From an optimization exercise on the open Yosys and OpenROAD flow, aimed at small area and a short achievable clock period; shortcuts taken in it are not production practice.
Where RTL was checked, it was by simulation tests only, not by an equivalence proof against the original.
Power is estimated from default activity; no workload was simulated. The flow treats the clock pin as an ideal source, which a real chip does not have.

## the baseline
Design ml_demodulator, start of the top module:
module ml_demodulator(
    i_clk,
    i_reset,
    i_trig,
    i_y_hat,
    i_r,
    i_rd_rdy,
    o_rd_vld,
    o_llr,
    o_hard_bit
);
Size: ~4900 cells after synthesis, roughly 1000 flip-flops, ~490 I/O pins, about 61000 um^2 of cells after synthesis.
==> flow/config.mk <==
export PLATFORM = sky130hd
export DESIGN_NAME = ml_demodulator
export DESIGN_NICKNAME = ml_demodulator
export VERILOG_FILES = /design/flow/design.v
export SDC_FILE = /design/flow/constraint.sdc
export NUM_CORES = 8
export LEC_CHECK = 0
export CAP_MARGIN = 20
export CORE_MARGIN = 2
export CORE_UTILIZATION = 40
export SETUP_SLACK_MARGIN = 5
export SLEW_MARGIN = 20
export TNS_END_PERCENT = 20
==> flow/constraint.sdc <==
create_clock -name core_clock -period 11.0 [get_ports {i_clk}]
set_input_delay 2.2000 -clock core_clock [delete_from_list [all_inputs] [get_ports {i_clk}]]
set_output_delay 2.2000 -clock core_clock [all_outputs]
set_load 0.01 [all_outputs]
standard.sh (not shown) runs the stock make flow with config.mk's settings and CLKGATE_MAP_FILE= SYNTH_SCRIPT=/design/flow/synth_recipe.tcl, a recipe that flattens the netlist after the stock synthesis.
==> flow/flow/run.sh <==
#!/bin/bash
set -euo pipefail
cd "$(dirname "$0")/.."
bash standard.sh synth > flow_synth.log 2>&1
bash standard.sh SETUP_SLACK_MARGIN=7.5 finish > flow_layout.log 2>&1
Modified inputs, the candidate compared to the baseline
Settings: TNS_END_PERCENT removed (was 20); ABC_CLOCK_PERIOD_IN_PS newly set to 3000.
[summary]
The candidate ended with every stage complete and zero timing, DRC or antenna violations.
Of the candidate and the baseline, it is the candidate that has the higher total power per unit cell area.
Fraction of area in multi-input gates came out higher on the candidate than on the baseline.
The candidate vs. the baseline: sequential share of power lower; wire length shows an increase of about 2.6%; number of antenna violations at the first check in global routing decreased by 2 relative to the old numbers; core utilization increased 1.8 points.
Function was not checked in any run of this note: the RTL went through the layout flow alone.

Another version of the RTL of ml_demodulator (not shown whole).
Size: roughly 5500 cells after synthesis, ~490 I/O pins.
export LEC_CHECK = 0
export CAP_MARGIN = 20
export CORE_MARGIN = 2
export CORE_UTILIZATION = 60
export PLACE_DENSITY = 0.7
export SETUP_SLACK_MARGIN = 5
export SLEW_MARGIN = 20
create_clock -name core_clock -period 11.0 [get_ports {i_clk}]
==> flow/flow/run.sh <==
#!/bin/bash
set -euo pipefail
cd "$(dirname "$0")/.."
bash standard.sh synth > flow_synth.log 2>&1
bash standard.sh SETUP_SLACK_MARGIN=7.0 \
  'CTS_ARGS=-sink_clustering_enable -repair_clock_nets -dont_use_dummy_load -sink_clustering_size 20 -sink_clustering_max_diameter 120' \
  finish > flow_layout.log 2>&1
The first run ran to the end with no violations.
Edit:
==> flow/flow/run.sh (replaced) <==
#!/bin/bash
set -euo pipefail
cd "$(dirname "$0")/.."
bash standard.sh synth > flow_synth.log 2>&1
bash standard.sh SETUP_SLACK_MARGIN=6.9 \
  'CTS_ARGS=-sink_clustering_enable -repair_clock_nets -dont_use_dummy_load -sink_clustering_size 20 -sink_clustering_max_diameter 120' \
  finish > flow_layout.log 2>&1
Effect: Total power is about the same. Combinational power is about the same. Cell area goes down by 0.41%. Clock skew is about the same. Final cell count stays flat. Global-route usage came out lower by 0.11 points. Sequential share of layout area goes up by 0.19 points.
Edit:
==> flow/flow/run.sh (replaced) <==
#!/bin/bash
set -euo pipefail
cd "$(dirname "$0")/.."
bash standard.sh synth > flow_synth.log 2>&1
bash standard.sh SETUP_SLACK_MARGIN=7.0 \
  'CTS_ARGS=-sink_clustering_enable -repair_clock_nets -dont_use_dummy_load -sink_clustering_size 30 -sink_clustering_max_diameter 150' \
  finish > flow_layout.log 2>&1
After rerunning: Setup slack is better by 0.075 ns. Total power fell by 0.85%. Die area does not change. Register-to-register slack is better by 0.07 ns. Utilization stays flat.
Edit:
==> flow/flow/run.sh (replaced) <==
#!/bin/bash
set -euo pipefail
cd "$(dirname "$0")/.."
bash standard.sh synth > flow_synth.log 2>&1
bash standard.sh SETUP_SLACK_MARGIN=6.8 \
  'CTS_ARGS=-sink_clustering_enable -repair_clock_nets -dont_use_dummy_load' \
  finish > flow_layout.log 2>&1
Outcome:
- die area does not change
- worst setup slack got worse by 0.033 ns
- power came out higher by 3.8%
- core utilization went up by 0.58 points
- global-route usage rises by 0.19 points

ml_demodulator, a different RTL version from the one above (not shown whole).
For scale: about 5400 cells after synthesis, ~1100 flip-flops, roughly 490 I/O pins, about 65000 um2 of cells after synthesis.
clock: 11.0 ns
lec_check: 0
abc_clock_period_in_ps: 3000
cap_margin: 20
core_margin: 2
core_utilization: 40
setup_slack_margin: 5
slew_margin: 20
==> flow/flow/run.sh <==
#!/bin/bash
set -euo pipefail
cd "$(dirname "$0")/.."
bash standard.sh synth > flow_synth.log 2>&1
bash standard.sh SETUP_SLACK_MARGIN=7.5 finish > flow_layout.log 2>&1
The first run completed with no timing, DRC or antenna violations.
==> next run, changes <==
==> flow/run.sh (new file) <==
#!/bin/bash
# synth_recipe.tcl (not shown) runs the flow's synth.tcl, then flattens the netlist and writes it again
# the make line also repeats each setting of config.mk as NAME=value (left out here)
make -C /OpenROAD-flow-scripts/flow DESIGN_CONFIG=/design/flow/config.mk WORK_HOME=/design/flow/orfs CLKGATE_MAP_FILE= SYNTH_SCRIPT=/design/flow/synth_recipe.tcl finish
--- a/flow/config.mk
+++ b/flow/config.mk
@@ -8 +8 @@
-export ABC_CLOCK_PERIOD_IN_PS = 3000
+export ABC_CLOCK_PERIOD_IN_PS = 1500
removed: flow/flow/run.sh
removed: flow/standard.sh
Outcome: The changed run finished clean; area after synthesis does not change; worst setup slack is worse by 1.4 ns; clock power climbs by about 2%; cell area goes down by 12%; clock skew shrinks by 0.018 ns; count of clock-buffer cells in the layout grows by 12; final cell count drops by 6.4%; die area stays the same; hold slack stays flat.

== v6 ==
Another version of the RTL of ml_demodulator (not shown whole).
For scale: roughly 1100 flip-flops, roughly 64000 µm² of cells after synthesis.
Design ml_demodulator, start of the top module:
module ml_demodulator(
    i_clk,
    i_reset,
    i_trig,
    i_y_hat,
    i_r,
    i_rd_rdy,
    o_rd_vld,
    o_llr,
    o_hard_bit
);
    input i_clk;
    input i_reset;
    input i_trig;
    input [159:0] i_y_hat;
    input [319:0] i_r;
    input i_rd_rdy;
    output o_rd_vld;
    output [7:0] o_llr;
    output o_hard_bit;
    reg [10:0] y4i, y4r, y3i, y3r, y2i, y2r, y1i, y1r;
    reg [10:0] ch [0:15];
    wire       ch_sh = (k_slot != 3'd0);
    integer ci;
    always @(posedge i_clk) begin
        if (~busy) begin
        ch[0] <= i_r[319:309];    
        ch[1] <= i_r[279:269];    
        ch[2] <= i_r[299:289];    
        ch[3] <= i_r[179:169];    
        ch[4] <= i_r[239:229];    
        ch[5] <= i_r[259:249];    
        ch[6] <= i_r[139:129];    
        ch[7] <= i_r[159:149];    
        ch[8] <= i_r[79:69];    
        ch[9] <= i_r[39:29];    
        ch[10] <= i_r[59:49];    
        ch[11] <= i_r[199:189];    
        ch[12] <= i_r[219:209];    
        ch[13] <= i_r[99:89];    
        ch[14] <= i_r[119:109];    
        ch[15] <= i_r[19:9];    
        end else if (ch_sh) begin
            for (ci = 0; ci < 15; ci = ci + 1) ch[ci] <= ch[ci + 1];
        end
    end
    reg       busy;
    reg [5:0] cyc;
    always @(posedge i_clk or posedge i_reset) begin
        if (i_reset) begin
            busy <= 1'b0;
            cyc  <= 6'd0;
        end else if (i_trig) begin
            busy <= 1'b1;
            cyc  <= 6'd0;
        end else if (busy) begin
            cyc  <= cyc + 6'd1;
            if (cyc == 6'd57) busy <= 1'b0;
        end
    end
    reg [30-1:0] cw_next, cw;
    always @(*) begin
  ...
Settings: LEC_CHECK=0, CAP_MARGIN=5, CORE_MARGIN=2, CORE_UTILIZATION=60, PLACE_DENSITY=0.7, SETUP_SLACK_MARGIN=5, SLEW_MARGIN=5; clock period 11.0 ns.
==> flow/flow/run.sh <==
#!/bin/bash
set -euo pipefail
cd "$(dirname "$0")/.."
bash standard.sh synth > flow_synth.log 2>&1
bash standard.sh SETUP_SLACK_MARGIN=7.0 \
  'CTS_ARGS=-sink_clustering_enable -repair_clock_nets -dont_use_dummy_load' \
  finish > flow_layout.log 2>&1
For v7, these inputs were changed with respect to v6:
# v6
export LEC_CHECK = 0
export CAP_MARGIN = 5
export CORE_MARGIN = 2
export CORE_UTILIZATION = 60
export PLACE_DENSITY = 0.7
export SETUP_SLACK_MARGIN = 5
export SLEW_MARGIN = 5
create_clock -name core_clock -period 11.0 [get_ports {i_clk}]
# v7
export LEC_CHECK = 0
export CAP_MARGIN = 20
export CORE_MARGIN = 2
export CORE_UTILIZATION = 60
export PLACE_DENSITY = 0.7
export SETUP_SLACK_MARGIN = 5
export SLEW_MARGIN = 20
create_clock -name core_clock -period 11.0 [get_ports {i_clk}]
There was hardly any difference in clock network latency to the later pin of the worst-skew pair between v7 and v6.
Total inserted antenna cells for v7 is lower than for v6.
Against v6, v7 reports a combinational power share that is lower.
Relative to v6, worst relative slew slack increased by 12 points in v7.
The final reports for v7 and v6 show routed via count divided by cell count higher in the former.
Summary of the comparison: flop-to-flop setup slack is higher in v7, relative to v6.
Reported for v7 and v6, critical path depth turned out identical to the last digit.
v6 → v7: global routing usage summed across all routing layers saw an increase; setup slack saw an increase; routed wire length saw an increase.

ml_demodulator, a different RTL version from the one above (not shown whole).
Size in the first run: roughly 1000 flip-flops, ~490 I/O pins, about 0.063 mm^2 of cells after synthesis.
Design ml_demodulator, start of the top module:
module ml_demodulator(
    i_clk,
    i_reset,
    i_trig,
    i_y_hat,
    i_r,
    i_rd_rdy,
    o_rd_vld,
    o_llr,
    o_hard_bit
);
clock: 11.0 ns
lec_check: 0
cap_margin: 20
core_margin: 2
core_utilization: 60
place_density: 0.7
setup_slack_margin: 5
slew_margin: 20
==> flow/flow/run.sh <==
#!/bin/bash
set -euo pipefail
cd "$(dirname "$0")/.."
bash standard.sh synth > flow_synth.log 2>&1
bash standard.sh SETUP_SLACK_MARGIN=7.2 \
  'CTS_ARGS=-sink_clustering_enable -repair_clock_nets -dont_use_dummy_load' \
  finish > flow_layout.log 2>&1
The starting point finished clean.
==> next run, changes <==
==> flow/flow/run.sh (replaced) <==
#!/bin/bash
set -euo pipefail
cd "$(dirname "$0")/.."
bash standard.sh synth > flow_synth.log 2>&1
bash standard.sh SETUP_SLACK_MARGIN=7.0 \
  'CTS_ARGS=-sink_clustering_enable -repair_clock_nets -dont_use_dummy_load' \
  finish > flow_layout.log 2>&1
Final cell count goes down by 0.99%. Global-route usage went down by 0.39 points. Non-clock buffer count goes down by 71. Wire length falls by 1.3%. Power went down by 4.0%. Sequential share of layout area is higher by 0.87 points. Design area is lower by 2.2%.
No functional check of the RTL was part of any run of this note.

indigo:
RTL: one of the versions met above, not the one the previous note started from.
Size in the first run: ~5500 cells after synthesis, about 1000 flip-flops, about 63000 µm² of cells after synthesis.
==> flow/config.mk <==
export PLATFORM = sky130hd
export DESIGN_NAME = ml_demodulator
export DESIGN_NICKNAME = ml_demodulator
export VERILOG_FILES = /design/flow/design.v
export SDC_FILE = /design/flow/constraint.sdc
export NUM_CORES = 8
export LEC_CHECK = 0
export CAP_MARGIN = 20
export CORE_MARGIN = 2
export CORE_UTILIZATION = 60
export PLACE_DENSITY = 0.7
export SETUP_SLACK_MARGIN = 5
export SLEW_MARGIN = 20
export TNS_END_PERCENT = 50
==> flow/constraint.sdc <==
create_clock -name core_clock -period 11.0 [get_ports {i_clk}]
set_input_delay 2.2000 -clock core_clock [delete_from_list [all_inputs] [get_ports {i_clk}]]
set_output_delay 2.2000 -clock core_clock [all_outputs]
set_load 0.01 [all_outputs]
==> flow/flow/run.sh <==
#!/bin/bash
set -euo pipefail
cd "$(dirname "$0")/.."
bash standard.sh synth > flow_synth.log 2>&1
bash standard.sh SETUP_SLACK_MARGIN=7.0 \
  'CTS_ARGS=-sink_clustering_enable -repair_clock_nets -dont_use_dummy_load' \
  finish > flow_layout.log 2>&1
Changes in harbor relative to indigo:
- a deleted TNS_END_PERCENT that had been 50
--- outcome ---
The endpoint of the most critical setup path comes out lane_p.min_PED_temp[3]$_DFFE_PP_ in one run and lane_p.b_s[6]$_DFFE_PP_ in the other, namely in harbor and indigo respectively.
Compared harbor against indigo; clock power within noise.
Between harbor and indigo, it is harbor whose hold slack is lower, by 86 ps.
Per the comparison of harbor with indigo, area after synthesis barely changed, clock network power share barely changed, DRC violation count after routing barely changed, via count dropped 362.
Diff indigo -> harbor | global-route wire length before repair | down slightly
Side by side, detailed-placement wirelength estimate turned out lower in harbor than in indigo.
harbor has total power below what indigo had.
Setup changes, harbor to lagoon
--- a/flow/flow/run.sh
+++ b/flow/flow/run.sh
@@ -6 +6 @@
-  'CTS_ARGS=-sink_clustering_enable -repair_clock_nets -dont_use_dummy_load' \
+  'CTS_ARGS=-sink_clustering_enable -repair_clock_nets -dont_use_dummy_load -sink_clustering_size 16 -sink_clustering_max_diameter 100' \
==> comparison <==
Summary: global-route wire length before repair, lagoon better than harbor
Comparing lagoon against harbor, there is no change at all in area share of and/or/nand/nor cells after synthesis.
harbor has a higher number of buffers created by CTS than lagoon.
Sequential power essentially unchanged between harbor and lagoon.
Diff harbor..lagoon | average cell area after synthesis | unchanged

== rev 12 ==
Starting RTL as in the previous note.
export LEC_CHECK = 0
export CAP_MARGIN = 20
export CORE_MARGIN = 2
export CORE_UTILIZATION = 60
export GPL_ROUTABILITY_DRIVEN = 0
export PLACE_DENSITY = 0.7
export SETUP_SLACK_MARGIN = 5
export SLEW_MARGIN = 20
create_clock -name core_clock -period 11.0 [get_ports {i_clk}]
==> flow/flow/run.sh <==
#!/bin/bash
set -euo pipefail
cd "$(dirname "$0")/.."
bash standard.sh synth > flow_synth.log 2>&1
bash standard.sh SETUP_SLACK_MARGIN=7.0 \
  'CTS_ARGS=-sink_clustering_enable -repair_clock_nets -dont_use_dummy_load' \
  finish > flow_layout.log 2>&1
Rev 12 reached the final stage; the timing, DRC and antenna checks on its layout passed.
What rev 13 does differently from rev 12 at the input level:
# rev 12
export LEC_CHECK = 0
export CAP_MARGIN = 20
export CORE_MARGIN = 2
export CORE_UTILIZATION = 60
export GPL_ROUTABILITY_DRIVEN = 0
export PLACE_DENSITY = 0.7
export SETUP_SLACK_MARGIN = 5
export SLEW_MARGIN = 20
create_clock -name core_clock -period 11.0 [get_ports {i_clk}]
# rev 13
export LEC_CHECK = 0
export CAP_MARGIN = 20
export CORE_MARGIN = 2
export CORE_UTILIZATION = 60
export PLACE_DENSITY = 0.7
export SETUP_SLACK_MARGIN = 5
export SLEW_MARGIN = 20
create_clock -name core_clock -period 11.0 [get_ports {i_clk}]
==> flow/flow/run.sh <==
#!/bin/bash
set -euo pipefail
cd "$(dirname "$0")/.."
bash standard.sh synth > flow_synth.log 2>&1
bash standard.sh SETUP_SLACK_MARGIN=7.1 \
  'CTS_ARGS=-sink_clustering_enable -repair_clock_nets -dont_use_dummy_load -sink_clustering_size 20 -sink_clustering_max_diameter 120' \
  finish > flow_layout.log 2>&1
### Flow results
Rev 13 reached the final stage; the timing, DRC and antenna checks on its layout passed.
The endpoint arrival time on the critical path in rev 13 was higher than what rev 12 gave.
Run comparison: rev 13 critical path's slowest cell sky130_fd_sc_hd__or4_1; rev 12 critical path's slowest cell sky130_fd_sc_hd__fa_1
Delta (rev 13 minus rev 12): required time of the worst setup path went down by 0.03 ns; final worst slack dropped 0.13 ns.
Taking rev 12 as the reference point, the switching component of the power of rev 13 rises by 0.21 mW.
Sort rev 13 and rev 12 by largest fanout on the critical path desc -> top: rev 13

Setup of JK:
RTL: one of the versions met above, not the one the previous note started from.
Size: roughly 5300 cells after synthesis, roughly 490 I/O pins, roughly 0.064 mm^2 of cells after synthesis.
clock: 11.0 ns
lec_check: 0
abc_clock_period_in_ps: 3000
cap_margin: 20
core_margin: 2
core_utilization: 40
setup_slack_margin: 5
slew_margin: 20
==> flow/flow/run.sh <==
#!/bin/bash
set -euo pipefail
cd "$(dirname "$0")/.."
bash standard.sh synth > flow_synth.log 2>&1
bash standard.sh SETUP_SLACK_MARGIN=7.0 finish > flow_layout.log 2>&1
JK completed every stage of the flow, and the final layout passed the timing, DRC and antenna checks.
Input-level comparison between MS and JK:
- a deleted ABC_CLOCK_PERIOD_IN_PS that had been 3000
- an added PLACE_DENSITY of 0.8
- a change of CORE_UTILIZATION from 40 to 70
==> flow/flow/run.sh <==
#!/bin/bash
set -euo pipefail
cd "$(dirname "$0")/.."
bash standard.sh synth > flow_synth.log 2>&1
bash standard.sh SETUP_SLACK_MARGIN=7.0 \
  'CTS_ARGS=-sink_clustering_enable -repair_clock_nets -dont_use_dummy_load' \
  finish > flow_layout.log 2>&1
## What came out
- MS has multi-input gate area in the final layout below what JK had.
- As far as multiplexer fraction of the synthesized cell area goes, MS and JK are indistinguishable; the numbers are identical.
- Comparing required time of the critical path for JK and MS, the bigger number came from JK.
- [compare] base=JK new=MS: count of flip-flops and latches held steady, cell count after placement shrank by 907, total detailed-routing wirelength shrank by about 4%, transition time of the tightest slew-check pin shrank by 130 ps, final non-filler cell total shrank by 13%.
- Shortest period the worst path allows (higher): MS
- For the number of clock buffers in the layout, MS came in 39 lower than JK did.
> inputs changed (MS -> AL)
- a deleted PLACE_DENSITY that had been 0.8
- an added ABC_CLOCK_PERIOD_IN_PS of 3000
- a change of CORE_UTILIZATION from 70 to 40
==> flow/flow/run.sh <==
#!/bin/bash
set -euo pipefail
cd "$(dirname "$0")/.."
bash standard.sh synth > flow_synth.log 2>&1
bash standard.sh SETUP_SLACK_MARGIN=6.6 finish > flow_layout.log 2>&1
## What came out
In summary, AL completed successfully, with a layout that passed the timing, DRC and antenna checks. A critical path launch point of lane_p.s_temp[3][1]$_DFFE_PP_ is what AL shows, while lane_p.s_temp[2][8]$_DFFE_PP_ belongs to MS. Summary of AL over MS: first-iteration DRC count lost 1974; number of gates on the worst path with buffers counted lost 2; count of clock buffers in the final design picked up an extra 48; multi-input gate share of total cell area lost 1.1 points; count of input and output buffers neither gained nor lost much. Flip-flop and latch power delta (MS -> AL): insignificant.

## port drivers added, routing unchanged
Ports are ideal in the flow. The routed layouts listed here were re-timed in OpenROAD. Step 1 (the two cells are an assumption about what drives the block):
set clk [get_ports {i_clk}]
set_driving_cell -lib_cell sky130_fd_sc_hd__clkbuf_16 $clk
set_driving_cell -lib_cell sky130_fd_sc_hd__buf_2 [delete_from_list [all_inputs] $clk]
Step 2 also shifts input and output timing later by t, the mid clock arrival at the registers, as if the neighbouring blocks saw the same clock. Slacks: ideal / step 1 / step 2; pairs: ideal / step 1.
run	t (ns)	slack for setup (ns)	slew at the worst register clock pin (ns)
the baseline	0.801	6.225 / 6.225 / 6.225	0.07 / 0.07
the candidate	0.800	6.398 / 6.398 / 6.398	0.07 / 0.07
the first run of note 2	0.745	6.977 / 6.977 / 6.535	0.09 / 0.09
the second run of note 2	0.752	6.875 / 6.875 / 6.521	0.10 / 0.10
the third run of note 2	0.722	6.950 / 6.950 / 6.559	0.12 / 0.12
the fourth run of note 2	0.757	6.917 / 6.917 / 6.352	0.07 / 0.07
the first run of note 3	0.812	7.083 / 7.083 / 6.785	0.07 / 0.07
the second run of note 3	0.826	5.675 / 5.675 / 5.675	0.07 / 0.07
v6	0.737	6.892 / 6.892 / 6.602	0.07 / 0.07
v7	0.738	6.935 / 6.935 / 6.655	0.06 / 0.06
the first run of note 5	0.760	6.925 / 6.925 / 6.731	0.06 / 0.06
the second run of note 5	0.754	6.969 / 6.969 / 6.632	0.07 / 0.07
indigo	0.752	7.014 / 7.014 / 6.424	0.07 / 0.07
harbor	0.752	7.005 / 7.005 / 6.580	0.06 / 0.06
lagoon	0.713	6.970 / 6.970 / 6.596	0.08 / 0.08
rev 12	0.752	6.982 / 6.982 / 6.500	0.06 / 0.06
rev 13	0.760	6.848 / 6.848 / 6.536	0.11 / 0.11
JK	0.800	6.900 / 6.900 / 6.564	0.07 / 0.07
MS	0.736	6.876 / 6.876 / 6.650	0.06 / 0.06
AL	0.829	6.629 / 6.629 / 6.108	0.06 / 0.06
After both steps setup and hold are still met in every run listed. For indigo, which loses most, drivers alone change the setup slack by 0.000 ns; drivers and shift together by -0.590 ns.
